This design comes from an exercise in tuning for small area and a short achievable clock period on the open sky130 flow, not from production work.
Power and IR drop assume default switching activity.

==> flow/design.v (excerpt) <==
module user_logic
(
  S_Dir,
  S_Step,
  S_Enable,
  E_Min,
  E_Max,
  E_Probe,
  A_Step,
  A_Load,
  Bus2IP_Clk,
  Bus2IP_Reset,
  Bus2IP_Addr,
  Bus2IP_CS,
  Bus2IP_RNW,
  Bus2IP_Data,
  Bus2IP_BE,
  Bus2IP_RdCE,
  Bus2IP_WrCE,
  IP2Bus_Data,
  IP2Bus_RdAck,
  IP2Bus_WrAck,
  IP2Bus_Error,
  IP2Bus_IntrEvent
);
parameter C_SLV_AWIDTH                   = 32;
parameter C_SLV_DWIDTH                   = 32;
parameter C_NUM_REG                      = 32;
parameter C_NUM_MEM                      = 1;
parameter C_NUM_INTR                     = 4;
output S_Dir;
output S_Step;
output S_Enable;
input  E_Min;
input  E_Max;
input  E_Probe;
input  A_Step;
input  A_Load;
input                                     Bus2IP_Clk;
input                                     Bus2IP_Reset;
input      [0 : C_SLV_AWIDTH-1]           Bus2IP_Addr;
input      [0 : C_NUM_MEM-1]              Bus2IP_CS;
input                                     Bus2IP_RNW;
input      [C_SLV_DWIDTH-1:0]             Bus2IP_Data;
input      [0 : C_SLV_DWIDTH/8-1]         Bus2IP_BE;
input      [0 : C_NUM_REG-1]              Bus2IP_RdCE;
input      [0 : C_NUM_REG-1]              Bus2IP_WrCE;
output reg [C_SLV_DWIDTH-1:0]             IP2Bus_Data;
output                                    IP2Bus_RdAck;
output                                    IP2Bus_WrAck;
output                                    IP2Bus_Error;
output     [0 : C_NUM_INTR-1]             IP2Bus_IntrEvent;
  wire clk = Bus2IP_Clk;
  wire rst = Bus2IP_Reset;
  wire [31:0] wd = rst ? 32'd0 : Bus2IP_Data;
  wire [3:0]  be = {Bus2IP_BE[3], Bus2IP_BE[2], Bus2IP_BE[1], Bus2IP_BE[0]};
  wire [3:0]  rst4 = {4{rst}};
  wire [31:0] reg_cmd;
  wire [31:0] reg_next_xl, reg_next_xh, reg_next_v, reg_next_a, reg_next_j;
  wire [31:0] reg_next_dt, reg_next_steps;
  wire [31:0] reg_pre_n, reg_pulse_n, reg_post_n, reg_step_bit;
  wire [31:0] reg_stop_delay, reg_probe_delay;
  reg  [31:0] stat_missed_steps;
  wire [63:0] stat_x;
  wire [31:0] stat_v, stat_a, stat_j, stat_dt, stat_steps;
  wire        stopped, done, last, acc_step_stb, load;
  wire        step_stb, step_dir, missed;
  wire        wr_cmd = Bus2IP_WrCE[0];
  wire [31:0] wd_cmd = (rst | ~wr_cmd) ? 32'd0 : Bus2IP_Data;
  wire [3:0]  en_cmd = rst4 | ({4{wr_cmd}} & be) | {4{~wr_cmd & load}};
  bus_reg r_cmd   (.clk(clk), .en(en_cmd), .wd(wd_cmd), .q(reg_cmd));
  ...
For scale: ~4000 cells after synthesis, about 810 flip-flops, roughly 180 I/O pins, roughly 43000 um^2 of cells after synthesis.
Settings: LEC_CHECK=0, CAP_MARGIN=20, CORE_MARGIN=2, CORE_UTILIZATION=65, SETUP_SLACK_MARGIN=4.5, SLEW_MARGIN=20, TNS_END_PERCENT=0; clock period 10.0 ns.
run.sh (not shown) runs the stock make flow with config.mk's settings and CLKGATE_MAP_FILE= SYNTH_SCRIPT=/design/flow/synth_recipe.tcl, a recipe that flattens the netlist after the stock synthesis.
The starting point passed the timing, DRC and antenna checks.
Then changed:
- CORE_UTILIZATION: 65 -> 40
The new run finished with timing, DRC and antenna clean. Cell area went up by about 1.8%. Sequential share of layout area went down by 0.78 points. Area after synthesis does not change. First-iteration DRC count went down by about 30%. Setup slack improves by 0.026 ns.
Function was not checked in any run of this note: the RTL went through the layout flow alone.

== run 1 ==
Another version of the RTL of user_logic (not shown whole).
For scale: ~4,500 cells after synthesis, about 810 flip-flops, about 180 I/O pins, ~45,000 um2 of cells after synthesis.
Settings: LEC_CHECK=0, CAP_MARGIN=20, CORE_MARGIN=2, CORE_UTILIZATION=40, SETUP_SLACK_MARGIN=4.5, SLEW_MARGIN=20; clock period 10.0 ns.
The inputs of run 2 differ from those of run 1 as listed below.
Settings: SETUP_SLACK_MARGIN: 4.5 -> 3.5.
==> comparison <==
Worst hold-check slack: run 1 vs run 2 — no meaningful difference
Delta (run 2 minus run 1): total power fell by about 2.4%, total vias in the final route fell by 3.4%.
No functional check of the RTL was part of any run of this note.

## port drivers added, routing unchanged
How much do the figures lean on ideal ports? The routed layouts below were timed once more, with nothing changed but the port constraints.
Step 1 sets driving cells, clkbuf_16 on the clock port and buf_2 on the other inputs (assumed; they add their load-dependent delay and slew).
Step 2 times the ports against the registers' clock, not the clock port: input delays grow and output delays shrink by t, the midpoint of the rising clock arrivals with the driver on.
Three values: ideal, step 1, step 2; two values: the first two.
run | t, ns | setup WS [ns] | worst register clock-pin slew, ns | cell pins on the clock port's net
the first run of note 1 | 0.712 | 4.125 / 4.123 / 4.123 | 0.07 / 0.07 | 1
the second run of note 1 | 0.743 | 4.151 / 4.074 / 4.074 | 0.07 / 0.07 | 1
run 1 | 0.746 | 4.258 / 4.167 / 4.167 | 0.07 / 0.07 | 1
run 2 | 0.740 | 3.481 / 3.444 / 3.444 | 0.07 / 0.07 | 1
After both steps setup and hold are still met in every run listed. The setup slack of run 1, which loses most, moves by -0.091 ns with the drivers and by -0.091 ns with both steps.
